Context: an optimization exercise on an open-source flow, tuned for small area. The choices shown serve that exercise and are no tape-out recipe. RTL that was checked went through simulation tests only; none was proved equivalent to the original. Function not checked in run 6: the RTL went through the layout flow alone. No activity file was given, so power comes from the tool's default toggle rates.

$ cat run.sh
#!/bin/bash
# synth_recipe.tcl (not shown) runs the flow's synth.tcl, then flattens the netlist and writes it again
# the make line also repeats each setting of config.mk as NAME=value (left out here)
make -C /OpenROAD-flow-scripts/flow DESIGN_CONFIG=/design/flow/config.mk WORK_HOME=/design/flow/orfs CLKGATE_MAP_FILE= SYNTH_SCRIPT=/design/flow/synth_recipe.tcl finish
$ cat config.mk
export PLATFORM = sky130hd
export DESIGN_NAME = CPU
export DESIGN_NICKNAME = CPU
export VERILOG_FILES = /design/flow/design.v
export SDC_FILE = /design/flow/constraint.sdc
export NUM_CORES = 4
export LEC_CHECK = 0
export ABC_AREA = 0
export CAP_MARGIN = 20
export CORE_MARGIN = 2
export CORE_UTILIZATION = 40
export CTS_BUF_LIST = sky130_fd_sc_hd__clkbuf_4
export CTS_CLUSTER_DIAMETER = 70
export CTS_CLUSTER_SIZE = 8
export PLACE_DENSITY = 0.85
export SLEW_MARGIN = 20
$ cat constraint.sdc
create_clock -name core_clock -period 14.0 [get_ports {clk}]
set_input_delay 2.8000 -clock core_clock [delete_from_list [all_inputs] [get_ports {clk}]]
set_output_delay 2.8000 -clock core_clock [all_outputs]
set_load 0.01 [all_outputs]
$ cat design.v
module CPU(
    input [0:0] clk,
    input [0:0] reset,
    input [15:0] in,
    output [15:0] out,
    output [7:0] imem_addr,
    input [15:0] imem_data,
    output [7:0] dmem_addr,
    output [15:0] dmem_wdata,
    output dmem_we,
    input [15:0] dmem_rdata
);
reg [15:0] pc;       
reg [15:0] fpc;      
reg [15:0] ir;       
reg        v;        
reg        lz;       
reg [15:0] A, B;     
reg [15:3] irE;      
reg [2:0]  opE;      
reg [15:0] resM;     
reg [15:0] dM;       
reg [2:0]  rdM;
reg        rwM, mwM, msM, jalM;
reg [15:0] valW;     
reg [2:0]  rdW;
reg        rwW;
reg [15:0] rf [1:7];  
wire [2:0] opD  = ir[2:0];
wire [2:0] rs1D = ir[8:6];
wire [2:0] rs2D = ir[11:9];
wire [2:0] rdD  = ir[5:3];
wire isJalD = (opD == 3'd6);
wire isJrD  = (opD == 3'd7);
wire useRd  = (opD == 3'd3) || isJrD;
wire [2:0] rbD = useRd ? rdD : rs2D;
wire [15:0] inc = pc + 16'd2;
wire byA = !isJalD && rs1D != 3'd0 && rs1D == rdW && rwW;
wire byB = !isJrD  && rbD  != 3'd0 && rbD  == rdW && rwW;
reg [15:0] ra, rb;
integer k;
always @(*) begin
    ra = (fpc & {16{isJalD}}) | (valW & {16{byA}});
    rb = valW & {16{byB}};
    for (k = 1; k < 8; k = k + 1) begin
        ra = ra | (rf[k] & {16{rs1D == k && !isJalD && !byA}});
        rb = rb | (rf[k] & {16{rbD == k && !byB}});
    end
end
wire c1f = (rs1D != 3'd0) && rs1D == rdM && rwM;
wire c2f = (rs2D != 3'd0) && rs2D == rdM && rwM;
wire [15:0] c1 = c1f ? valW : ra;
wire [15:0] c2 = c2f ? valW : rb;
wire [15:0] cdiff;
wire cnb;
ripple_add #(16) cmp_sub (.a(c1), .b(~c2), .ci(1'b1), .s(cdiff), .co(cnb));
wire take = v && (opD[2] && (opD[1] || (opD[0] ? !cnb : (cdiff == 16'd0))));
wire [15:0] immB = isJalD ? {{5{ir[15]}}, ir[15:6], 1'b0}
                          : {{8{ir[15]}}, ir[15:12], ir[5:3], 1'b0};
wire [15:0] tgt;
ripple_add #(16) tgt_add (.a(fpc), .b(immB), .ci(1'b0), .s(tgt), .co());
wire selJr  = !reset && take && isJrD;
wire selTgt = !reset && take && !isJrD;
wire selInc = !reset && !take;
always @(posedge clk) begin
    pc  <= (rb & {16{selJr}}) | (tgt & {16{selTgt}}) | (inc & {16{selInc}});
    fpc <= pc;
end
assign imem_addr = pc[8:1];
always @(posedge clk) begin
    ir <= imem_data;
    v  <= ~reset;
    lz <= ~v;
end
always @(posedge clk) begin
    A   <= ra;
    B   <= rb;
    irE <= {ir[15], ir[14] | ~v, ir[13:10], isJalD ? ~lz : ir[9], ir[8:6], ir[5:3] & {3{v}}};
    opE <= opD & {3{v}};
end
wire isR   = (opE == 3'd0);
wire isI   = (opE == 3'd1);
wire isL   = (opE == 3'd2);
wire isS   = (opE == 3'd3);
wire isBr  = (opE == 3'd4) || (opE == 3'd5);
wire isJal = (opE == 3'd6);
wire isJr  = (opE == 3'd7);
wire rwE   = isR || isI || isL || isJal;
wire msE   = !(isR || isI || isJal);    
wire [2:0] rs1E = irE[8:6];
wire [2:0] rs2E = irE[11:9];
wire [2:0] rdE  = irE[5:3];
wire [2:0] rsBE = isS ? rdE : rs2E;
wire mA = !isJal && rs1E != 3'd0 && rs1E == rdM && rwM;
wire wA = !isJal && rs1E != 3'd0 && rs1E == rdW && rwW && rs1E != rdM;
wire mAv = mA && !jalM;
wire nA = !mA && !wA;
wire [15:0] Af = (resM & {16{mAv}}) | (valW & {16{wA}}) | (A & {16{nA}});
wire mB = !isS && rsBE != 3'd0 && rsBE == rdM && rwM;
wire wB = rsBE != 3'd0 && rsBE == rdW && rwW && (isS || rsBE != rdM);
wire mBv = mB && !jalM;
wire nB = !mB && !wB;
wire [15:0] Bf = (resM & {16{mBv}}) | (valW & {16{wB}}) | (B & {16{nB}});
wire [15:0] imm = isI   ? {{11{irE[13]}}, irE[13:9]} :
                  isJal ? {14'd0, irE[9], 1'b0} :
                  isBr  ? {{8{irE[15]}}, irE[15:12], irE[5:3], 1'b0} :
                          {{9{irE[15]}}, irE[15:9]};
wire [15:0] bin = isR ? Bf : imm;
wire [3:0] func = irE[15:12];
wire sub = (isR && func == 4'd1) || isBr;
wire [15:0] sum;
wire [15:0] gen;
wire opLog;
alu_add alu_add (.a(Af), .b(bin ^ {16{sub}}), .ci(sub), .kill(opLog), .s(sum), .g(gen));
wire shr = irE[15];
wire [15:0] shin, shout, shrev;
genvar gi;
generate
    for (gi = 0; gi < 16; gi = gi + 1) begin : rev
        assign shin[gi]  = shr ? Af[15 - gi] : Af[gi];
        assign shrev[gi] = shout[15 - gi];
    end
endgenerate
assign shout = shin << irE[12:9];
wire opSum = (isR && func[3:1] == 3'd0) || (isI && irE[15:14] == 2'd0) ||
             isL || isS || isBr || isJal;
wire opOr  = isR && func == 4'd2;
wire opAnd = isR && func == 4'd3;
wire opXor = isI && irE[15:14] == 2'd3;
wire opShl = isI && irE[15:14] == 2'd1 && !irE[13];
wire opShr = isI && irE[15:14] == 2'd2 && !irE[13];
assign opLog = opOr || opAnd || opXor;
wire selSum = opSum || opOr || opXor;
wire selGen = opOr || opAnd;
wire [15:0] alu = (sum   & {16{selSum}}) |
                  (gen   & {16{selGen}}) |
                  (shout & {16{opShl}}) |
                  (shrev & {16{opShr}});
always @(posedge clk) begin
    resM <= alu;
    dM   <= Bf;
    rdM  <= rdE;
    msM  <= msE;
    jalM <= isJal;
    rwM  <= ~reset & rwE;
    mwM  <= ~reset & isS;
end
wire z = (resM == 16'd0);
wire fwdM = rdM != 3'd0 && rdM == rdW && rwW;
wire [15:0] sdata = fwdM ? valW : dM;
assign dmem_addr  = resM[8:1];
assign dmem_we    = mwM;
assign dmem_wdata = sdata & {16{~z}};
assign out        = sdata & {16{z && mwM}};
wire selIn  = msM && z;
wire selMem = msM && !z;
always @(posedge clk) begin
    valW <= (in & {16{selIn}}) | (dmem_rdata & {16{selMem}}) | (resM & {16{!msM}});
    rdW  <= rdM;
    rwW  <= rwM;
end
generate
    for (gi = 1; gi < 8; gi = gi + 1) begin : regs
        always @(posedge clk) begin
            if (reset) rf[gi] <= 16'd0;
            else if (rwW && rdW == gi) rf[gi] <= valW;
        end
    end
endgenerate
endmodule
module ripple_add #(parameter W = 16) (
    input [W-1:0] a,
    input [W-1:0] b,
    input ci,
    output [W-1:0] s,
    output co
);
wire [W:0] c;
assign c[0] = ci;
genvar i;
generate
    for (i = 0; i < W; i = i + 1) begin : bit_
        assign s[i] = a[i] ^ b[i] ^ c[i];
        assign c[i+1] = (a[i] & b[i]) | (c[i] & (a[i] ^ b[i]));
    end
endgenerate
assign co = c[W];
endmodule
module alu_add (
    input [15:0] a,
    input [15:0] b,
    input ci,
    input kill,
    output [15:0] s,
    output [15:0] g
);
wire [16:0] c;
assign c[0] = ci;
genvar i;
generate
    for (i = 0; i < 16; i = i + 1) begin : bit_
        assign s[i] = a[i] ^ b[i] ^ c[i];
        assign g[i] = (a[i] & b[i]) | (c[i] & (a[i] ^ b[i]));
        assign c[i+1] = g[i] & ~kill;
    end
endgenerate
endmodule
==> impl_metrics.env, run 1 <==
export IMPL_cap_violations=0
export IMPL_rows=70
export IMPL_synthFlopType="dfxtp_1"
export IMPL_synth_area_leaders="dfxtp_1 (36%), nand2_1 (8.4%), fa_1 (5.6%), a21oi_1 (4.8%), mux2i_1 (4.6%)"
export IMPL_cp_required_ps=14650
export IMPL_finalHoldViolations=0
export IMPL_num_vias=14400
export IMPL_syn2layout_area_growth_pct=11.0
export IMPL_drive_gt1_share_pct=8.91
export IMPL_pwr_density_cell_nw_per_um2=107
export IMPL_h_tree_depth=2
export IMPL_wl_met1_microns=20700
export IMPL_ys_types=82
export IMPL_fin_ws_ps=1470
export IMPL_ios=99
export IMPL_wl_met2_microns=25500
export IMPL_start_util_pct=40.7
export IMPL_routed_wl_microns=55400
export IMPL_routed_wl_met3_microns=5600
export IMPL_worstSetupPathType="reg2reg"
export IMPL_yosysWarnings=2
export IMPL_grt_start_max_net_pins=67
export IMPL_syn_avg_cell_area_sq_um=8.32
export IMPL_path_clk_slew_ps=90
export IMPL_grt_pass1_wl_microns=83700
export IMPL_finalSetupViolCount=0
export IMPL_syn_area_sq_um=14900
export IMPL_cts_setup_buffers=0
export IMPL_max_stage_delay_ps=820
export IMPL_cts_buffer_depth=3
export IMPL_synth_seq_area_share_pct=36.1
export IMPL_yosys_top_cells_count="nand2_1 (336), dfxtp_1 (269), nor2_1 (152)"
export IMPL_dieHeight_microns=197
export IMPL_startpoint_type="flip-flop"
export IMPL_rsz0062_at_grt="no"
export IMPL_drt_iter0_markers=1686
export IMPL_tns_ps=0
export IMPL_async_reset_ff_share_pct=0
export IMPL_worstSetupEndpointType="flip-flop"
export IMPL_synth_top_area_cell="dfxtp_1"
export IMPL_cp_arrival_ps=13180
export IMPL_antenna_found_initial=1
export IMPL_instances_no_fill=2299
export IMPL_synth_nets=1889
export IMPL_synth_cells=1793
export IMPL_period_share_pct=89.5
export IMPL_slew_viol_final=0
export IMPL_max_freq_ghz=0.0798
export IMPL_crit_slowest_cell="dfxtp_1"
export IMPL_top_layer="met4"
export IMPL_ant_nets=0
export IMPL_via_per_inst=6.27
export IMPL_synth_top_area_share_pct=36.1
export IMPL_outcome="complete, no violations"
export IMPL_cts_root_buf="clkbuf_4"
export IMPL_overflow=0
export IMPL_placed_cells=2250
export IMPL_worst_path_max_fanout=26
export IMPL_place_congestion=1.02
export IMPL_synth_edf_count=0
export IMPL_total_power_mw=1.77
export IMPL_cts_sinks=269
export IMPL_grtUsageTotal_pct=28.2
export IMPL_grt_pass1_vias=14000
export IMPL_slew_headroom_pct=25.7
export IMPL_first_pass_iters=8
export IMPL_p_leak_nw=5.99
export IMPL_fillers=3551
export IMPL_pre_cts_ws_ps=1620
export IMPL_synth_most_common_cell="nand2_1"
export IMPL_die_x_microns=197
export IMPL_fin_crit_ps=12530
export IMPL_path_common_cell="fa_1"
export IMPL_fin_nets=1920
export IMPL_tightest_slew_ps=1110
export IMPL_cts_hold_buf=0
export IMPL_vdd_drop_max_mv=0.0477
export IMPL_post_cts_resized=0
export IMPL_cts_tree="yes"
export IMPL_clk_latency_ps=720
export IMPL_port_buffers=98
export IMPL_synth_seq_cells=269
export IMPL_dieArea_sq_um=38900
export IMPL_cts_buffers=40
export IMPL_hpwl_microns=39900
export IMPL_drc=0
export IMPL_core_sq_um=36700
export IMPL_hold_class="reg2reg"
export IMPL_skew_ps=73.7
export IMPL_wl_per_cell_microns=24.1
placed cells by master (no fill, tap or decap), types with 23 or more instances in the layout:
cell	count
nand2_1	336
dfxtp_1	268
nor2_1	152
a21oi_1	142
clkdlybuf4s50_1	97
a22oi_1	69
mux2i_1	67
nand3_1	65
buf_4	47
o21ai_0	42
fa_1	42
clkbuf_4	41
mux2_2	31
a221oi_1	31
a22o_1	29
xnor2_1	27
a222oi_1	26
a31oi_1	23
path summary, 6_finish.rpt:
kind	from	endpoint	slack (ps)	depth (start not counted)
worst max-delay path	opE[1]$_DFF_P_	resM[15]$_DFF_P_	1470	42
worst max register to register	opE[1]$_DFF_P_	resM[15]$_DFF_P_	1470	42
worst min-delay path	pc[0]$_DFF_P_	fpc[0]$_DFF_P_	350	0
worst min register to register	pc[0]$_DFF_P_	fpc[0]$_DFF_P_	350	0
sequential cells by signal, indices dropped and copies added, names as in the netlist:
register / count
rf: 112
A: 16
B: 16
dM: 16
fpc: 16
ir: 16
pc: 16
resM: 16
valW: 16
irE: 13
opE: 3
rdM: 3
rdW: 3
jalM: 1
lz: 1
msM: 1
mwM: 1
rwM: 1
rwW: 1
v: 1
final cells by class:
type / instances / area [sq um] / area share, %
Clock buffer: 41 / 308 / 1.86
Multi-Input combinational cell: 1345 / 8820 / 53.2
Inverter: 24 / 90.1 / 0.544
Sequential cell: 269 / 5390 / 32.5
Tap cell: 468 / 586 / 3.53
Antenna cell: 2 / 5.00 / 0.0302
Timing Repair Buffer: 144 / 1320 / 7.99
Clock inverter: 6 / 50.0 / 0.302
cell families after synthesis:
kind of cell,share of synthesized area [%]
and+or+nand+nor,20.8
adders and majority gates,5.97
AOI/OAI and AO/OA,21.6
DFF,36.1
muxes,7.50
buffers and inverters,5.23
xor gates and xnor gates,2.76
where the power goes:
| part | internal, mW | switching, mW | total, mW |
|---|---|---|---|
| combinational | 0.172 | 0.236 | 0.409 |
| clock | 0.156 | 0.272 | 0.428 |
| sequential | 0.817 | 0.120 | 0.937 |
| total | 1.14 | 0.628 | 1.77 |
metal layers:
layer	GRT usage, %	vias up
li1	-	6478
met1	33.9	6866
met2	46.4	872
met3	5.89	202
met4	17.1	0
met5	0	-
critical path, delay by kind of cell, from the launching register on:
kind            cells  cell delay (ps)
fa+ha+maj          15             6610
simple gates       16             3090
compound gates      7             1020
flops               1              820
mux                 3              730
buf+inv             1              230
metrics by stage:
step	cell area (sq um)	hold slack, ps	utilization, %
after floorplan	14900	324	-
after global placement	16200	332	44.2
after detailed placement	16200	332	44.2
after CTS	16600	355	45.1
after global routing	16600	364	45.1
final	16600	353	45.1
==> run 2, diff against run 1 <==
--- a/config.mk
+++ b/config.mk
@@ -7,3 +7,3 @@
 export LEC_CHECK = 0
-export ABC_AREA = 0
+export ABC_AREA = 1
 export CAP_MARGIN = 20
==> impl_metrics.env, run 2 <==
export IMPL_r2r_end="resM[15]$_DFF_P_"
export IMPL_routed_wl_microns=60800
export IMPL_wl_met1_microns=23400
export IMPL_hpwl_microns=45400
export IMPL_synthFlopType="dfxtp_1"
export IMPL_antenna_found_initial=1
export IMPL_place_congestion=1.03
export IMPL_synth_cells=2082
export IMPL_drive_gt1_share_pct=6.47
export IMPL_tightest_slew_ps=1010
export IMPL_synth_top_area_cell="dfxtp_1"
export IMPL_final_area_sq_um=16300
export IMPL_synth_edf_count=0
export IMPL_max_stage_delay_ps=720
export IMPL_worstSetupEndpointType="flip-flop"
export IMPL_synth_nets=2178
export IMPL_ios=99
export IMPL_die_x_microns=196
export IMPL_worstSetupPathType="reg2reg"
export IMPL_period_share_pct=86.9
export IMPL_max_freq_ghz=0.0822
export IMPL_slew_viol_final=0
export IMPL_cts_tree="yes"
export IMPL_ant_nets=0
export IMPL_wl_met2_microns=27600
export IMPL_yosys_top_cells_count="nand2_1 (424), dfxtp_1 (269), nand3_1 (186)"
export IMPL_cts_buffers=40
export IMPL_startpoint_type="flip-flop"
export IMPL_h_tree_depth=2
export IMPL_hold_path_depth=0
export IMPL_start_util_pct=40.5
export IMPL_clk_latency_ps=720
export IMPL_rows=70
export IMPL_yosysWarnings=2
export IMPL_placed_area_sq_um=16000
export IMPL_grt_pass1_wl_microns=91500
export IMPL_rsz0062_at_grt="no"
export IMPL_vdd_drop_max_mv=0.0743
export IMPL_pwr_density_cell_nw_per_um2=109
export IMPL_worstHoldStart="pc[14]$_DFF_P_"
export IMPL_outcome="complete, no violations"
export IMPL_cts_hold_buf=0
export IMPL_slew_headroom_pct=32.1
export IMPL_syn_area_sq_um=14800
export IMPL_routed_wl_met3_microns=6090
export IMPL_fillers=3698
export IMPL_skew_ps=64.5
export IMPL_grtUsageTotal_pct=31.2
export IMPL_final_cell_mix="nand2_1 (424), dfxtp_1 (269), nand3_1 (186)"
export IMPL_whs_endpoint="fpc[14]$_DFF_P_"
export IMPL_async_reset_ff_share_pct=0
export IMPL_syn2layout_area_growth_pct=10.2
export IMPL_cts_buffer_depth=3
export IMPL_cts_sinks=269
export IMPL_overflow=0
export IMPL_tns_ps=0
export IMPL_p_leak_nw=6.67
export IMPL_dieArea_sq_um=38600
export IMPL_final_common_cell="nand2_1"
export IMPL_via_per_inst=6.03
export IMPL_whs_ps=343
export IMPL_synth_most_common_cell="nand2_1"
export IMPL_cp_required_ps=14670
export IMPL_finalSetupViolCount=0
export IMPL_dieHeight_microns=196
export IMPL_synth_area_leaders="dfxtp_1 (36%), nand2_1 (11%), nand3_1 (6.3%), a21oi_1 (6.3%), o21ai_0 (5.9%)"
export IMPL_wl_per_cell_microns=23.5
export IMPL_regMostFlops="rf"
export IMPL_grt_pass1_vias=14800
export IMPL_ys_types=50
export IMPL_num_vias=15600
export IMPL_synth_seq_area_share_pct=36.4
export IMPL_crit_slowest_cell="dfxtp_1"
export IMPL_hold_class="reg2reg"
export IMPL_largest_reg_flops=112
export IMPL_synth_top_area_share_pct=36.4
export IMPL_fin_nets=2209
export IMPL_core_sq_um=36500
export IMPL_post_cts_resized=0
export IMPL_rrSetupSlack_ps=1840
export IMPL_finalHoldViolations=0
export IMPL_worst_path_max_fanout=19
export IMPL_first_pass_iters=5
export IMPL_path_clk_slew_ps=100
export IMPL_drc=0
export IMPL_top_layer="met4"
export IMPL_cts_setup_buffers=0
export IMPL_syn_avg_cell_area_sq_um=7.11
export IMPL_cap_violations=0
export IMPL_total_power_mw=1.78
export IMPL_rr_startpoint="irE[9]$_DFF_P_"
export IMPL_fin_crit_ps=12160
export IMPL_grt_start_max_net_pins=116
export IMPL_drt_iter0_markers=1975
export IMPL_port_buffers=98
export IMPL_synth_seq_cells=269
export IMPL_cp_arrival_ps=12830
export IMPL_worst_r2r_path_depth=61
export IMPL_cts_root_buf="clkbuf_4"
==> run 2: stage by stage <==
| step | setup WS [ps] | utilization (%) | instances |
|---|---|---|---|
| 6_report | 1840 | 44.7 | 2587 |
| 5_1_grt | 1200 | 44.7 | 2587 |
| 4_1_cts | 2020 | 44.7 | 2586 |
| 3_5_place_dp | 2060 | 43.7 | 2539 |
| 3_3_place_gp | 2330 | 43.7 | 2539 |
| 2_1_floorplan | 3770 | - | 2082 |
==> run 2: routing by layer <==
metal	GRT usage, %	vias to the layer above
li1	-	7106
met1	39.4	7315
met2	50.3	974
met3	5.87	210
met4	17.2	0
met5	0	-
==> run 2: cell type report <==
cell class / count / area [sq um] / share of cell area (%)
multi-input combinational: 1485 / 8120 / 49.7
sequential: 269 / 5390 / 33.0
timing repair buffer: 121 / 1150 / 7.07
inverter: 196 / 736 / 4.51
tap: 468 / 586 / 3.59
clock buffer: 43 / 323 / 1.98
clock inverter: 4 / 21.3 / 0.130
antenna: 1 / 2.50 / 0.0153
==> run 2: worst max path at each step <==
stage | from | depth (start not counted) | slack [ps] | end
2_1_floorplan | irE[9]$_DFF_P_ | 63 | 3770 | resM[15]$_DFF_P_
5_1_grt | irE[9]$_DFF_P_ | 61 | 1200 | resM[15]$_DFF_P_
3_3_place_gp | irE[9]$_DFF_P_ | 61 | 2330 | resM[15]$_DFF_P_
3_5_place_dp | irE[9]$_DFF_P_ | 61 | 2060 | resM[15]$_DFF_P_
6_report | irE[9]$_DFF_P_ | 61 | 1840 | resM[15]$_DFF_P_
4_1_cts | irE[9]$_DFF_P_ | 61 | 2020 | resM[15]$_DFF_P_
==> run 2: power breakdown <==
part | total [mW] | internal, mW | switching, mW
Clock | 0.421 | 0.143 | 0.278
Combinational | 0.444 | 0.148 | 0.296
Sequential | 0.914 | 0.818 | 0.0960
==> run 2: worst max-delay path: cells and delay by family (launching register included) <==
kind | cells | cell delay [ps]
flops | 1 | 720
buf+inv | 18 | 1900
simple gates | 24 | 1970
xor+xnor | 1 | 170
compound gates | 3 | 560
fa+ha+maj | 15 | 6780
==> run 2: cell families (layout without fill, tap and decap cells) <==
kind of cell    count (synthesis)  count (layout)  synth area share (%)
buf+inv                       328             364                  9.13
flops                         269             269                  36.4
simple gates                  926             926                  28.4
fa+ha+maj                      46              46                  6.02
other cells                     0               1                     0
xor+xnor                       27              27                  1.60
compound gates                486             486                  18.5
==> run 3, diff against run 2 <==
--- a/config.mk
+++ b/config.mk
@@ -12,3 +12,3 @@
 export CTS_BUF_LIST = sky130_fd_sc_hd__clkbuf_4
-export CTS_CLUSTER_DIAMETER = 70
+export CTS_CLUSTER_DIAMETER = 100
 export CTS_CLUSTER_SIZE = 8
==> impl_metrics.env, run 3 <==
export IMPL_outcome="complete, no violations"
export IMPL_grt_met2_usage_pct=49.7
export IMPL_skew_ps=51.1
export IMPL_cp_arrival_ps=12810
export IMPL_synth_top_area_cell="dfxtp_1"
export IMPL_cts_sinks=269
export IMPL_first_pass_iters=6
export IMPL_cts_setup_buffers=0
export IMPL_largest_reg_flops=112
export IMPL_ios=99
export IMPL_dieHeight_microns=196
export IMPL_seq_area_sq_um=5390
export IMPL_synth_seq_area_share_pct=36.4
export IMPL_hpwl_microns=45400
export IMPL_period_share_pct=86.8
export IMPL_rsz0062_at_grt="no"
export IMPL_post_cts_resized=0
export IMPL_worstSetupPathType="reg2reg"
export IMPL_async_reset_ff_share_pct=0
export IMPL_synth_nets=2178
export IMPL_cp_required_ps=14660
export IMPL_p_leak_nw=6.66
export IMPL_drt_iter0_markers=1838
export IMPL_worst_path_max_fanout=19
export IMPL_critPathBufInv=18
export IMPL_overflow=0
export IMPL_cts_hold_buf=0
export IMPL_crit_slowest_cell="dfxtp_1"
export IMPL_h_tree_depth=2
export IMPL_grt_start_max_net_pins=116
export IMPL_multiInputGateArea_sq_um=8120
export IMPL_finalSetupViolCount=0
export IMPL_busiest_layer="met2"
export IMPL_yosys_top_cells_count="nand2_1 (424), dfxtp_1 (269), nand3_1 (186)"
export IMPL_syn_avg_cell_area_sq_um=7.11
export IMPL_drc=0
export IMPL_fin_crit_ps=12150
export IMPL_synth_area_leaders="dfxtp_1 (36%), nand2_1 (11%), nand3_1 (6.3%), a21oi_1 (6.3%), o21ai_0 (5.9%)"
export IMPL_whs_ps=345
export IMPL_max_freq_ghz=0.0823
export IMPL_wl_per_cell_microns=23.5
export IMPL_ys_types=50
export IMPL_utilization_pct=44.6
export IMPL_synth_top_area_share_pct=36.4
export IMPL_regMostFlops="rf"
export IMPL_crit_family="adder cells"
export IMPL_rows=70
export IMPL_syn_area_sq_um=14800
export IMPL_fin_nets=2208
export IMPL_synth_seq_cells=269
export IMPL_path_clk_slew_ps=100
export IMPL_synth_edf_count=0
export IMPL_vdd_drop_max_mv=0.0579
export IMPL_ant_nets=0
export IMPL_finalHoldViolations=0
export IMPL_grtUsageTotal_pct=31.1
export IMPL_dieArea_sq_um=38600
export IMPL_final_cell_mix="nand2_1 (424), dfxtp_1 (269), nand3_1 (186)"
export IMPL_slew_headroom_pct=31.5
export IMPL_num_vias=15600
export IMPL_final_common_cell="nand2_1"
export IMPL_synth_cells=2082
export IMPL_cap_violations=0
export IMPL_start_util_pct=40.5
export IMPL_syn2layout_area_growth_pct=10.0
export IMPL_grt_pass1_wl_microns=91200
export IMPL_die_x_microns=196
export IMPL_use_met3_pct=5.89
export IMPL_max_stage_delay_ps=710
export IMPL_tightest_slew_ps=1020
export IMPL_tns_ps=0
export IMPL_antenna_found_initial=1
export IMPL_met1_usage_pct=39.2
export IMPL_cts_buffers=39
export IMPL_clk_latency_ps=710
export IMPL_cts_buffer_depth=3
export IMPL_hold_class="reg2reg"
export IMPL_drive_gt1_share_pct=6.29
export IMPL_cts_root_buf="clkbuf_4"
export IMPL_slew_viol_final=0
export IMPL_core_sq_um=36500
export IMPL_cts_tree="yes"
export IMPL_place_congestion=1.03
export IMPL_startpoint_type="flip-flop"
export IMPL_routed_wl_microns=60800
export IMPL_synthFlopType="dfxtp_1"
export IMPL_worstSetupEndpointType="flip-flop"
export IMPL_fillers=3703
export IMPL_yosysWarnings=2
export IMPL_synth_most_common_cell="nand2_1"
export IMPL_total_power_mw=1.76
export IMPL_via_per_inst=6.05
export IMPL_grt_pass1_vias=14800
export IMPL_pwr_density_cell_nw_per_um2=108
export IMPL_port_buffers=98
-- run 3: kinds of logic (layout without fill, tap and decap cells) --
logic type                 count (synthesis)  count (layout)  share of synthesized area [%]
adders and majority gates                 46              46                           6.02
DFF                                      269             269                           36.4
buffers and inverters                    328             360                           9.13
AOI/OAI and AO/OA                        486             486                           18.5
xor gates and xnor gates                  27              27                           1.60
and+or+nand+nor                          926             926                           28.4
other                                      0               2                              0
-- run 3: per-stage QoR --
step	cells	setup slack, ps	instance area (sq um)
3_5_place_dp	2539	2060	16000
3_3_place_gp	2539	2330	16000
5_1_grt	2583	1200	16300
2_1_floorplan	2082	3770	14800
4_1_cts	2582	2020	16300
6_report	2584	1850	16300
-- run 3: cell type report --
cell class / count / share of cell area, %
diodes: 2 / 0.0307
clock inverters: 4 / 0.0998
well taps: 468 / 3.59
repair buffers: 121 / 7.08
multi-input cells: 1485 / 49.8
clock buffers: 39 / 1.80
inverters: 196 / 4.52
flip-flops and latches: 269 / 33.1
-- run 3: layer usage --
metal,vias up,part of all wire [%]
met5,-,0
met4,0,6.5
met3,231,10
met2,985,45
met1,7332,38
li1,7098,-
-- run 3: path summary, 6_finish.rpt --
kind,endpoint,startpoint,depth (start not counted),slack [ps]
worst max-delay path,resM[15]$_DFF_P_,irE[9]$_DFF_P_,61,1850
worst min-delay path,fpc[14]$_DFF_P_,pc[14]$_DFF_P_,0,340
worst max register to register,resM[15]$_DFF_P_,irE[9]$_DFF_P_,61,1850
worst min register to register,fpc[14]$_DFF_P_,pc[14]$_DFF_P_,0,340
-- run 3: where the power goes --
part	internal, mW	switching (mW)	leakage (nW)
Clock	0.130	0.274	0.196
Sequential	0.818	0.0957	2.20
Combinational	0.148	0.296	4.26
Total	1.10	0.666	6.66
==> run 4, diff against run 3 <==
--- a/config.mk
+++ b/config.mk
@@ -12,4 +12,4 @@
 export CTS_BUF_LIST = sky130_fd_sc_hd__clkbuf_4
-export CTS_CLUSTER_DIAMETER = 100
-export CTS_CLUSTER_SIZE = 8
+export CTS_CLUSTER_DIAMETER = 60
+export CTS_CLUSTER_SIZE = 9
 export PLACE_DENSITY = 0.85
==> impl_metrics.env, run 4 <==
export IMPL_sw_frac_of_total_pct=37.7
export IMPL_comb_power_share_pct=25.1
export IMPL_p_leak_nw=6.66
export IMPL_async_reset_ff_share_pct=0
export IMPL_whs_ps=361
export IMPL_post_cts_resized=0
export IMPL_hold_class="reg2reg"
export IMPL_die_x_microns=196
export IMPL_cts_buffer_depth=3
export IMPL_grt_start_max_net_pins=116
export IMPL_start_util_pct=40.5
export IMPL_finalSetupViolCount=0
export IMPL_instances_no_fill=2587
export IMPL_crit_start="irE[9]$_DFF_P_"
export IMPL_synth_nets=2178
export IMPL_max_freq_ghz=0.0826
export IMPL_h_tree_depth=2
export IMPL_utilization_pct=44.7
export IMPL_rows=70
export IMPL_synth_top_area_share_pct=36.4
export IMPL_fin_nets=2206
export IMPL_regMostFlops="rf"
export IMPL_pwr_density_cell_nw_per_um2=109
export IMPL_worst_path_max_fanout=19
export IMPL_rsz0062_at_grt="no"
export IMPL_grt_pass1_vias=14800
export IMPL_ant_nets=0
export IMPL_worstSetupEndpointType="flip-flop"
export IMPL_largest_reg_flops=112
export IMPL_placed_area_sq_um=16000
export IMPL_cap_violations=0
export IMPL_ys_types=50
export IMPL_path_clk_slew_ps=110
export IMPL_synth_area_leaders="dfxtp_1 (36%), nand2_1 (11%), nand3_1 (6.3%), a21oi_1 (6.3%), o21ai_0 (5.9%)"
export IMPL_cts_hold_buf=0
export IMPL_syn_area_sq_um=14800
export IMPL_dieHeight_microns=196
export IMPL_grt_pass1_wl_microns=91200
export IMPL_num_vias=15600
export IMPL_port_buffers=98
export IMPL_drc=0
export IMPL_synth_most_common_cell="nand2_1"
export IMPL_drt_iter0_markers=1858
export IMPL_antenna_found_initial=1
export IMPL_worst_r2r_path_depth=61
export IMPL_pwr_share_clk_pct=23.3
export IMPL_crit_slowest_cell="dfxtp_1"
export IMPL_drive_gt1_share_pct=6.38
export IMPL_synthFlopType="dfxtp_1"
export IMPL_r2r_end="resM[15]$_DFF_P_"
export IMPL_p_seq_share_pct=51.6
export IMPL_syn2layout_area_growth_pct=10.2
export IMPL_cts_setup_buffers=0
export IMPL_slew_viol_final=0
export IMPL_tns_ps=0
export IMPL_dieArea_sq_um=38600
export IMPL_finalHoldViolations=0
export IMPL_period_share_pct=86.5
export IMPL_wl_met2_microns=27300
export IMPL_routed_wl_met3_microns=6200
export IMPL_cp_arrival_ps=12760
export IMPL_overflow=0
export IMPL_yosysWarnings=2
export IMPL_vdd_drop_max_mv=0.0685
export IMPL_rrSetupSlack_ps=1890
export IMPL_ios=99
export IMPL_cts_root_buf="clkbuf_4"
export IMPL_cts_buffers=37
export IMPL_final_cell_mix="nand2_1 (424), dfxtp_1 (269), nand3_1 (186)"
export IMPL_place_congestion=1.03
export IMPL_tightest_slew_ps=1080
export IMPL_synth_seq_cells=269
export IMPL_skew_ps=63.8
export IMPL_grtUsageTotal_pct=31.1
export IMPL_core_sq_um=36500
export IMPL_final_common_cell="nand2_1"
export IMPL_worstHoldStart="pc[0]$_DFF_P_"
export IMPL_wl_met1_microns=23100
export IMPL_wl_per_cell_microns=23.4
export IMPL_switching_power_uw=668
export IMPL_cts_sinks=269
export IMPL_cts_tree="yes"
export IMPL_synth_cells=2082
export IMPL_slew_headroom_pct=27.4
export IMPL_hpwl_microns=45400
export IMPL_internal_power_mw=1.10
export IMPL_top_layer="met4"
export IMPL_synth_edf_count=0
export IMPL_outcome="complete, no violations"
export IMPL_routed_wl_microns=60600
export IMPL_fin_crit_ps=12110
export IMPL_first_pass_iters=6
export IMPL_synth_top_area_cell="dfxtp_1"
export IMPL_clk_latency_ps=720
export IMPL_synth_seq_area_share_pct=36.4
export IMPL_worstSetupPathType="reg2reg"
export IMPL_max_stage_delay_ps=710
export IMPL_final_area_sq_um=16300
export IMPL_syn_avg_cell_area_sq_um=7.11
export IMPL_cp_required_ps=14650
export IMPL_via_per_inst=6.02
export IMPL_startpoint_type="flip-flop"
export IMPL_yosys_top_cells_count="nand2_1 (424), dfxtp_1 (269), nand3_1 (186)"
export IMPL_rr_startpoint="irE[9]$_DFF_P_"
export IMPL_placed_cells=2539
export IMPL_cp_endpoint="resM[15]$_DFF_P_"
## run 4: kinds of logic after synthesis
logic type	after synthesis	synth area share [%]
flip-flops	269	36.4
buffers and inverters	328	9.13
AO/OA/AOI/OAI	486	18.5
XOR/XNOR	27	1.60
AND/OR/NAND/NOR	926	28.4
adder cells (fa/ha/maj)	46	6.02
## run 4: layer usage
metal	track usage, %	vias up
li1	-	7099
met1	39.2	7324
met2	49.8	923
met3	5.90	237
met4	18.0	0
met5	0	-
## run 4: power by group through the flow
stage	sequential [mW]	combinational [mW]	clock [mW]
3_5_place_dp	0.923	0.431	0
6_report	0.914	0.444	0.414
4_1_cts	0.907	0.432	0.420
3_3_place_gp	0.925	0.424	0
5_1_grt	0.912	0.481	0.449
2_1_floorplan	0.867	0.286	0
## run 4: metrics by stage
| step | power (mW) | worst slack (ps) |
|---|---|---|
| after detailed placement | 1.35 | 2060 |
| after global routing | 1.84 | 1220 |
| after CTS | 1.76 | 2050 |
| after floorplan | 1.15 | 3770 |
| final | 1.77 | 1890 |
| after global placement | 1.35 | 2330 |
## run 4: how the worst min path moves through the flow
stage / end / slack [ps] / cells after the start
5_1_grt: fpc[0]$_DFF_P_ / 370 / 0
6_report: fpc[0]$_DFF_P_ / 360 / 0
3_3_place_gp: fpc[0]$_DFF_P_ / 340 / 0
3_5_place_dp: fpc[0]$_DFF_P_ / 350 / 0
2_1_floorplan: irE[6]$_DFF_P_ / 330 / 0
4_1_cts: fpc[0]$_DFF_P_ / 360 / 0
## run 4: area by class of cell
| type | count | area, sq um |
|---|---|---|
| flip-flops and latches | 269 | 5390 |
| repair buffers | 121 | 1150 |
| inverters | 196 | 736 |
| diodes | 2 | 5.00 |
| well taps | 468 | 586 |
| clock buffers | 41 | 308 |
| multi-input cells | 1485 | 8120 |
| clock inverters | 5 | 28.8 |
| fillers | 3689 | 20200 |
## run 4: worst max-delay path, delay by kind of cell (launching register included)
family	cells	cell delay, ps
adders and majority gates	15	6780
AOI/OAI and AO/OA	3	550
xor gates and xnor gates	1	170
buffers and inverters	18	1900
DFF	1	710
and+or+nand+nor	24	1980
==> run 5, diff against run 4 <==
--- a/config.mk
+++ b/config.mk
@@ -11,6 +11,6 @@
 export CORE_UTILIZATION = 40
-export CTS_BUF_LIST = sky130_fd_sc_hd__clkbuf_4
-export CTS_CLUSTER_DIAMETER = 60
-export CTS_CLUSTER_SIZE = 9
-export PLACE_DENSITY = 0.85
+export CTS_BUF_LIST = sky130_fd_sc_hd__clkbuf_4 sky130_fd_sc_hd__clkbuf_8
+export CTS_CLUSTER_DIAMETER = 80
+export CTS_CLUSTER_SIZE = 10
+export PLACE_DENSITY = 0.75
 export SLEW_MARGIN = 20
==> impl_metrics.env, run 5 <==
export IMPL_tns_ps=0
export IMPL_rsz0062_at_grt="no"
export IMPL_hpwl_microns=46200
export IMPL_dieHeight_microns=196
export IMPL_max_freq_ghz=0.0819
export IMPL_syn2layout_area_growth_pct=11.3
export IMPL_regMostFlops="rf"
export IMPL_grt_pass1_vias=14700
export IMPL_synth_area_leaders="dfxtp_1 (36%), nand2_1 (11%), nand3_1 (6.3%), a21oi_1 (6.3%), o21ai_0 (5.9%)"
export IMPL_final_cell_mix="nand2_1 (424), dfxtp_1 (269), nand3_1 (186)"
export IMPL_worstSetupEndpointType="flip-flop"
export IMPL_vdd_drop_max_mv=0.0739
export IMPL_pwr_density_cell_nw_per_um2=112
export IMPL_largest_reg_flops=112
export IMPL_synth_xor_area_share_pct=1.60
export IMPL_synthSimpleGateAreaFrac_pct=28.4
export IMPL_synth_seq_area_share_pct=36.4
export IMPL_finalSetupViolCount=0
export IMPL_rows=70
export IMPL_start_util_pct=40.5
export IMPL_grt_pass1_wl_microns=92700
export IMPL_die_x_microns=196
export IMPL_drive_gt1_share_pct=6.21
export IMPL_synth_mux_area_fraction_pct=0
export IMPL_p_leak_nw=6.73
export IMPL_instances_no_fill=2579
export IMPL_slew_viol_final=0
export IMPL_pre_cts_ws_ps=1900
export IMPL_fin_nets=2204
export IMPL_dieArea_sq_um=38600
export IMPL_grtUsageTotal_pct=31.7
export IMPL_ios=99
export IMPL_slew_headroom_pct=33.6
export IMPL_drt_iter0_markers=1713
export IMPL_total_power_mw=1.85
export IMPL_antenna_found_initial=0
export IMPL_synth_nets=2178
export IMPL_hold_class="reg2reg"
export IMPL_max_stage_delay_ps=720
export IMPL_drc=0
export IMPL_place_congestion=1.04
export IMPL_skew_ps=17.7
export IMPL_cts_setup_buffers=0
export IMPL_syn_avg_cell_area_sq_um=7.11
export IMPL_placed_cells=2543
export IMPL_synth_most_common_cell="nand2_1"
export IMPL_first_pass_iters=6
export IMPL_via_per_inst=5.91
export IMPL_routed_wl_microns=61100
export IMPL_fin_ws_ps=1780
export IMPL_synth_edf_count=0
export IMPL_worst_path_max_fanout=19
export IMPL_cp_required_ps=14590
export IMPL_syn_area_sq_um=14800
export IMPL_outcome="complete, no violations"
export IMPL_wl_per_cell_microns=23.7
export IMPL_crit_slowest_cell="dfxtp_1"
export IMPL_synth_top_area_share_pct=36.4
export IMPL_worstSetupPathType="reg2reg"
export IMPL_synth_top_area_cell="dfxtp_1"
export IMPL_synth_fa_ha_area_share_pct=6.02
export IMPL_synth_compound_area_share_pct=18.5
export IMPL_path_clk_slew_ps=80
export IMPL_cts_hold_buf=0
export IMPL_period_share_pct=87.3
export IMPL_cts_buffers=31
export IMPL_tightest_slew_ps=989
export IMPL_cts_root_buf="clkbuf_8"
export IMPL_synthFlopType="dfxtp_1"
export IMPL_yosys_top_cells_count="nand2_1 (424), dfxtp_1 (269), nand3_1 (186)"
export IMPL_synth_top_family_by_area="simple AND/OR/NAND/NOR gates"
export IMPL_h_tree_depth=1
export IMPL_yosysWarnings=2
export IMPL_ant_nets=0
export IMPL_clk_latency_ps=660
export IMPL_core_sq_um=36500
export IMPL_cp_arrival_ps=12810
export IMPL_async_reset_ff_share_pct=0
export IMPL_final_common_cell="nand2_1"
export IMPL_num_vias=15200
export IMPL_synth_cells=2082
export IMPL_cts_buffer_depth=3
export IMPL_n_antenna_cell=0
export IMPL_post_cts_resized=0
export IMPL_cts_tree="yes"
export IMPL_finalHoldViolations=0
export IMPL_grt_start_max_net_pins=116
export IMPL_port_buffers=98
export IMPL_startpoint_type="flip-flop"
export IMPL_ys_types=50
export IMPL_overflow=0
export IMPL_synth_seq_cells=269
export IMPL_cts_sinks=269
export IMPL_fin_crit_ps=12220
export IMPL_cap_violations=0
[run 5: cell counts after synthesis]
Identical to the previous run, type by type.
[run 5: kinds of logic (layout without fill, tap and decap cells)]
kind of cell,count (synthesis),in the layout
simple gates,926,926
compound gates,486,486
buf+inv,328,357
flops,269,269
fa+ha+maj,46,46
xor+xnor,27,27
[run 5: worst paths after layout]
kind / start / cells past startpoint / slack [ps] / end
worst min-delay path: pc[0]$_DFF_P_ / 0 / 350 / fpc[0]$_DFF_P_
worst max-delay path: irE[9]$_DFF_P_ / 61 / 1780 / resM[15]$_DFF_P_
worst max register to register: irE[9]$_DFF_P_ / 61 / 1780 / resM[15]$_DFF_P_
worst min register to register: pc[0]$_DFF_P_ / 0 / 350 / fpc[0]$_DFF_P_
[run 5: where the power goes]
part / switching, mW / internal (mW)
clock network: 0.287 / 0.210
logic: 0.290 / 0.147
registers: 0.0948 / 0.818
total: 0.672 / 1.18
[run 5: through the flow]
step                      utilization, %  hold WS, ps  instance area, sq um
final                               45.1          349                 16500
after floorplan                        -          326                 14800
after global routing                45.1          368                 16500
after CTS                           45.1          350                 16500
after detailed placement            43.8          341                 16000
after global placement              43.8          336                 16000
[run 5: routing by layer]
metal | track usage, % | vias to the layer above | routed length (microns)
met5 | 0 | - | 0
met4 | 16.6 | 0 | 3720
met1 | 40.3 | 7212 | 24600
met3 | 5.13 | 192 | 4660
li1 | - | 7086 | -
met2 | 52.0 | 758 | 28200
[run 5: cell type report]
cell class,instances,area [sq um]
fill,3723,20000
multi-input combinational,1485,8120
sequential,269,5390
timing repair buffer,125,1180
inverter,196,736
tap,468,586
clock buffer,34,455
clock inverter,2,20.0
[run 5: critical path, delay by kind of cell, from the launching register on]
kind            cells  cell delay, ps
fa+ha+maj          15            6780
simple gates       24            1960
buf+inv            18            1930
flops               1             720
compound gates      3             590
xor+xnor            1             170
==> run 6, diff against run 5 <==
--- a/design.v
+++ b/design.v
@@ -164,4 +164,3 @@
         always @(posedge clk) begin
-            if (reset) rf[gi] <= 16'd0;
-            else if (rwW && rdW == gi) rf[gi] <= valW;
+            if (reset || (rwW && rdW == gi)) rf[gi] <= valW & {16{~reset}};
         end
--- a/config.mk
+++ b/config.mk
@@ -11,6 +11,6 @@
 export CORE_UTILIZATION = 40
-export CTS_BUF_LIST = sky130_fd_sc_hd__clkbuf_4 sky130_fd_sc_hd__clkbuf_8
-export CTS_CLUSTER_DIAMETER = 80
-export CTS_CLUSTER_SIZE = 10
-export PLACE_DENSITY = 0.75
+export CTS_BUF_LIST = sky130_fd_sc_hd__clkbuf_4
+export CTS_CLUSTER_DIAMETER = 70
+export CTS_CLUSTER_SIZE = 8
+export PLACE_DENSITY = 0.85
 export SLEW_MARGIN = 20
==> impl_metrics.env, run 6 <==
export IMPL_worst_path_max_fanout=23
export IMPL_grtUsageTotal_pct=28.0
export IMPL_ys_types=56
export IMPL_cts_hold_buf=0
export IMPL_instances_no_fill=2391
export IMPL_whs_ps=361
export IMPL_num_vias=14200
export IMPL_ios=99
export IMPL_core_sq_um=36300
export IMPL_antenna_found_initial=1
export IMPL_regMostFlops="rf"
export IMPL_final_cell_mix="nand2_1 (429), nand3_1 (213), nor2_1 (181)"
export IMPL_skew_ps=40.0
export IMPL_p_leak_nw=6.92
export IMPL_placed_area_sq_um=16000
export IMPL_wl_per_cell_microns=22.6
export IMPL_cp_required_ps=14610
export IMPL_fin_crit_ps=12170
export IMPL_overflow=0
export IMPL_place_congestion=1.00
export IMPL_largest_reg_flops=112
export IMPL_synth_edf_count=112
export IMPL_port_buffers=98
export IMPL_startpoint_type="flip-flop"
export IMPL_cts_root_buf="clkbuf_4"
export IMPL_synth_nets=1926
export IMPL_worstSetupEndpointType="flip-flop"
export IMPL_first_pass_iters=7
export IMPL_max_freq_ghz=0.0822
export IMPL_cp_arrival_ps=12780
export IMPL_path_clk_slew_ps=90
export IMPL_grt_start_max_net_pins=33
export IMPL_utilization_pct=45.3
export IMPL_rows=70
export IMPL_async_reset_ff_share_pct=0
export IMPL_cts_sinks=269
export IMPL_synth_area_leaders="edfxtp_1 (23%), dfxtp_1 (21%), nand2_1 (11%), nand3_1 (7.3%), fa_1 (5.7%)"
export IMPL_drive_gt1_share_pct=6.92
export IMPL_synth_cells=1830
export IMPL_die_x_microns=196
export IMPL_hpwl_microns=39800
export IMPL_cap_violations=0
export IMPL_placed_cells=2330
export IMPL_start_util_pct=40.4
export IMPL_grt_pass1_vias=13600
export IMPL_slew_viol_final=0
export IMPL_path_common_cell="fa_1"
export IMPL_period_share_pct=86.9
export IMPL_synth_top_area_share_pct=22.9
export IMPL_synth_seq_cells=269
export IMPL_synth_most_common_cell="nand2_1"
export IMPL_grt_pass1_wl_microns=81600
export IMPL_cts_tree="yes"
export IMPL_finalSetupViolCount=0
export IMPL_final_area_sq_um=16500
export IMPL_outcome="complete, no violations"
export IMPL_rr_startpoint="rdW[0]$_DFF_P_"
export IMPL_cts_buffer_depth=3
export IMPL_fin_nets=1999
export IMPL_vdd_drop_max_mv=0.0491
export IMPL_rsz0062_at_grt="no"
export IMPL_crit_slowest_cell="nor2_1"
export IMPL_yosys_top_cells_count="nand2_1 (429), nand3_1 (213), nor2_1 (181)"
export IMPL_synth_top_area_cell="edfxtp_1"
export IMPL_tns_ps=0
export IMPL_hold_class="reg2reg"
export IMPL_cts_buffers=39
export IMPL_syn2layout_area_growth_pct=12.1
export IMPL_synth_seq_area_share_pct=44.3
export IMPL_h_tree_depth=2
export IMPL_worstHoldStart="pc[0]$_DFF_P_"
export IMPL_post_cts_resized=0
export IMPL_crit_start="rdW[0]$_DFF_P_"
export IMPL_max_stage_delay_ps=660
export IMPL_ant_nets=0
export IMPL_pwr_density_cell_nw_per_um2=136
export IMPL_cts_setup_buffers=0
export IMPL_dieHeight_microns=196
export IMPL_via_per_inst=5.95
export IMPL_drc=0
export IMPL_yosysWarnings=2
export IMPL_slew_headroom_pct=41.9
export IMPL_tightest_slew_ps=869
export IMPL_synthFlopType="dfxtp_1"
export IMPL_clk_latency_ps=690
export IMPL_dieArea_sq_um=38300
export IMPL_drt_iter0_markers=2132
export IMPL_syn_area_sq_um=14700
export IMPL_routed_wl_microns=54000
export IMPL_worstSetupPathType="reg2reg"
export IMPL_finalHoldViolations=0
export IMPL_final_common_cell="nand2_1"
export IMPL_syn_avg_cell_area_sq_um=8.03
## run 6: cell type report
type	instances	area [sq um]
Multi-Input combinational cell	1292	7060
Tap cell	468	586
Inverter	183	687
Fill cell	3528	19900
Clock buffer	58	435
Clock inverter	2	60.1
Sequential cell	269	6510
Timing Repair Buffer	118	1130
Antenna cell	1	2.50
## run 6: critical path: cells and delay by family (launching register included)
family                     cells  cell delay, ps
adders and majority gates     15            6750
and+or+nand+nor               10            2300
AOI/OAI and AO/OA              7            1270
buffers and inverters          5            1150
DFF                            1             600
## run 6: worst paths after layout
path                                  endpoint  slack [ps]  cells past startpoint
worst max-delay path            pc[10]$_DFF_P_        1830                     37
worst min-delay path            fpc[0]$_DFF_P_         360                      0
worst min register to register  fpc[0]$_DFF_P_         360                      0
worst max register to register  pc[10]$_DFF_P_        1830                     37
## run 6: power by group
part | total, mW | switching (mW) | internal, mW | leakage (nW)
clock network | 0.496 | 0.273 | 0.223 | 0.295
logic | 0.658 | 0.421 | 0.237 | 4.16
registers | 1.08 | 0.132 | 0.951 | 2.46
## run 6: metal layers
| layer | share of wire (%) | GRT usage (%) | up-vias |
|---|---|---|---|
| met5 | 0 | 0 | - |
| met3 | 11 | 5.84 | 240 |
| met4 | 7.0 | 17.2 | 0 |
| li1 | - | - | 6380 |
| met1 | 37 | 35.0 | 6567 |
| met2 | 45 | 44.6 | 1042 |
## run 6: kinds of logic after synthesis
group | synth area share, %
and+or+nand+nor | 29.5
xor gates and xnor gates | 1.49
buffers and inverters | 7.73
DFF | 44.3
adders and majority gates | 6.06
muxes | 0.0681
AOI/OAI and AO/OA | 10.8
## run 6: through the flow
step | power, mW | worst slack, ps
after floorplan | 1.45 | 3950
after global placement | 1.72 | 2140
final | 2.24 | 1830
after global routing | 2.35 | 1330
after CTS | 2.22 | 2000
after detailed placement | 1.73 | 2010
